Context: an optimization exercise on an open-source flow, tuned for small area, a short achievable clock period and few clock cycles per item. The choices shown serve that exercise and are no tape-out recipe. Power and IR drop assume default switching activity.

## deinterlacer_v2
module deinterlacer_v2 (
	clock,
	reset,
	dout_data,
	dout_ready,
	dout_valid,
	dout_startofpacket,
	dout_endofpacket,
	din_data,
	din_ready,
	din_valid,
	din_startofpacket,
	din_endofpacket
);
==> flow/config.mk <==
export PLATFORM = sky130hd
export DESIGN_NAME = deinterlacer_v2
export DESIGN_NICKNAME = deinterlacer_v2
export VERILOG_FILES = /design/flow/design.v
export SDC_FILE = /design/flow/constraint.sdc
export NUM_CORES = 4
export LEC_CHECK = 0
export ABC_CLOCK_PERIOD_IN_PS = 2500
export CAP_MARGIN = 20
export CORE_MARGIN = 2
export CORE_UTILIZATION = 50
export SLEW_MARGIN = 20
==> flow/constraint.sdc <==
create_clock -name core_clock -period 8.0 [get_ports {clock}]
set_input_delay 1.6000 -clock core_clock [delete_from_list [all_inputs] [get_ports {clock}]]
set_output_delay 1.6000 -clock core_clock [all_outputs]
set_load 0.01 [all_outputs]
standard.sh (not shown) runs the stock make flow with config.mk's settings and CLKGATE_MAP_FILE= SYNTH_SCRIPT=/design/flow/synth_recipe.tcl, a recipe that flattens the netlist after the stock synthesis.
==> flow/flow/run.sh <==
#!/bin/bash
set -euo pipefail
export SETUP_SLACK_MARGIN=5.4
export BUFFER_PORTS_ARGS="-buffer_cell sky130_fd_sc_hd__buf_2"
export CTS_ARGS="-sink_clustering_enable -repair_clock_nets -dont_use_dummy_load -sink_clustering_size 20 -sink_clustering_max_diameter 60 -sink_buffer_max_cap_derate 0.2 -buf_list {sky130_fd_sc_hd__clkbuf_8 sky130_fd_sc_hd__clkbuf_16}"
R=orfs/results/sky130hd/deinterlacer_v2/base
bash standard.sh synth > synth.log 2>&1
python3 flow/downsize.py "$FLOW_HOME/platforms/sky130hd/lib/sky130_fd_sc_hd__tt_025C_1v80.lib" "$R/1_2_yosys.v" > downsize.log 2>&1
rm -f "$R/1_synth.odb" "$R/1_synth.sdc"
bash standard.sh > standard.log 2>&1
==> flow/flow/downsize.py <==
#!/usr/bin/env python3
"""Swap every combinational cell of the synthesized netlist for the smallest
drive strength of the same cell (same function and pins); the layout's
repair steps then size up what timing needs. Flip-flops are left alone."""
import re, sys
lib, net = sys.argv[1], sys.argv[2]
area = {}
cur = None
for line in open(lib):
    m = re.match(r'\s*cell\s*\(\s*"?(sky130_fd_sc_hd__\w+?)"?\s*\)', line)
    if m:
        cur = m.group(1)
        continue
    m = re.match(r'\s*area\s*:\s*([0-9.]+)', line)
    if m and cur:
        area[cur] = float(m.group(1))
        cur = None
dont = set(sys.argv[3].split()) if len(sys.argv) > 3 else set()
best = {}
for c, a in area.items():
    m = re.match(r'(sky130_fd_sc_hd__\w+)_(\d+)$', c)
    if not m or c in dont:
        continue
    base = m.group(1)
    if base not in best or a < area[best[base]]:
        best[base] = c
seq = re.compile(r'sky130_fd_sc_hd__(df|edf|sdf|dl|clk|conb|tap|fill|decap|lpflow|probe)')
text = open(net).read()
swaps = {}
def sub(m):
    c = m.group(0)
    mm = re.match(r'(sky130_fd_sc_hd__\w+)_(\d+)$', c)
    if not mm or seq.match(c):
        return c
    b = best.get(mm.group(1))
    if b and b != c and area[b] < area[c]:
        swaps[c] = swaps.get(c, 0) + 1
        return b
    return c
text = re.sub(r'\bsky130_fd_sc_hd__\w+\b', sub, text)
open(net, 'w').write(text)
for c, n in sorted(swaps.items()):
    print(c, '->', sub(re.match(r'.*', c)) if False else best[re.match(r'(sky130_fd_sc_hd__\w+)_(\d+)$', c).group(1)], n)
Edit:
--- a/flow/flow/run.sh
+++ b/flow/flow/run.sh
@@ -1,4 +1,8 @@
 #!/bin/bash
+# Standard layout with three changes in how it is made:
+#  - the synthesized netlist's combinational cells start at their smallest
+#    drive strength (repair sizes up what timing needs);
+#  - plain buffers on the ports;
+#  - no CTS dummy loads, larger clock sink clusters.
 set -euo pipefail
-export SETUP_SLACK_MARGIN=5.4
 export BUFFER_PORTS_ARGS="-buffer_cell sky130_fd_sc_hd__buf_2"
CTS_BUF_LIST = sky130_fd_sc_hd__clkbuf_4 sky130_fd_sc_hd__clkbuf_8   (was not set)
CTS_CLUSTER_SIZE = 30   (was not set)
SETUP_SLACK_MARGIN = 5   (was not set)
After rerunning:
- via count is about the same
- synthesized cell count stays the same
- worst hold slack gets better by 0.0051 ns
- sequential share of layout area is higher by 0.52 points
- clock power hardly moves
- wire length shrinks by 1.1%
Function was not checked in any run of this note: the RTL went through the layout flow alone.

re-timing with driven ports:
The flow's constraints put no driver on any port. The routed layouts listed below were extracted and timed again, unchanged, in two steps.
Step 1 assumes that a clkbuf_16 drives the clock port and a buf_2 every other input.
Step 2 also shifts input and output timing later by t, the mid clock arrival at the registers, as if the neighbouring blocks saw the same clock.
a / b / c = ideal / step 1 / step 2; a / b = the first two.
run	shift t [ns]	setup slack, ns	clock arrival spread, ns	slew at the worst register clock pin (ns)	worst slew at a driven data input, ns
the first run	0.673	5.112 / 5.062 / 4.751	0.075 / 0.075	0.12 / 0.12	0.08
the second run	0.669	5.065 / 5.014 / 4.461	0.107 / 0.107	0.12 / 0.12	0.07
After both steps every run listed still meets setup and hold. The setup slack of the second run, which loses most, moves by -0.051 ns with the drivers and by -0.604 ns with both steps.
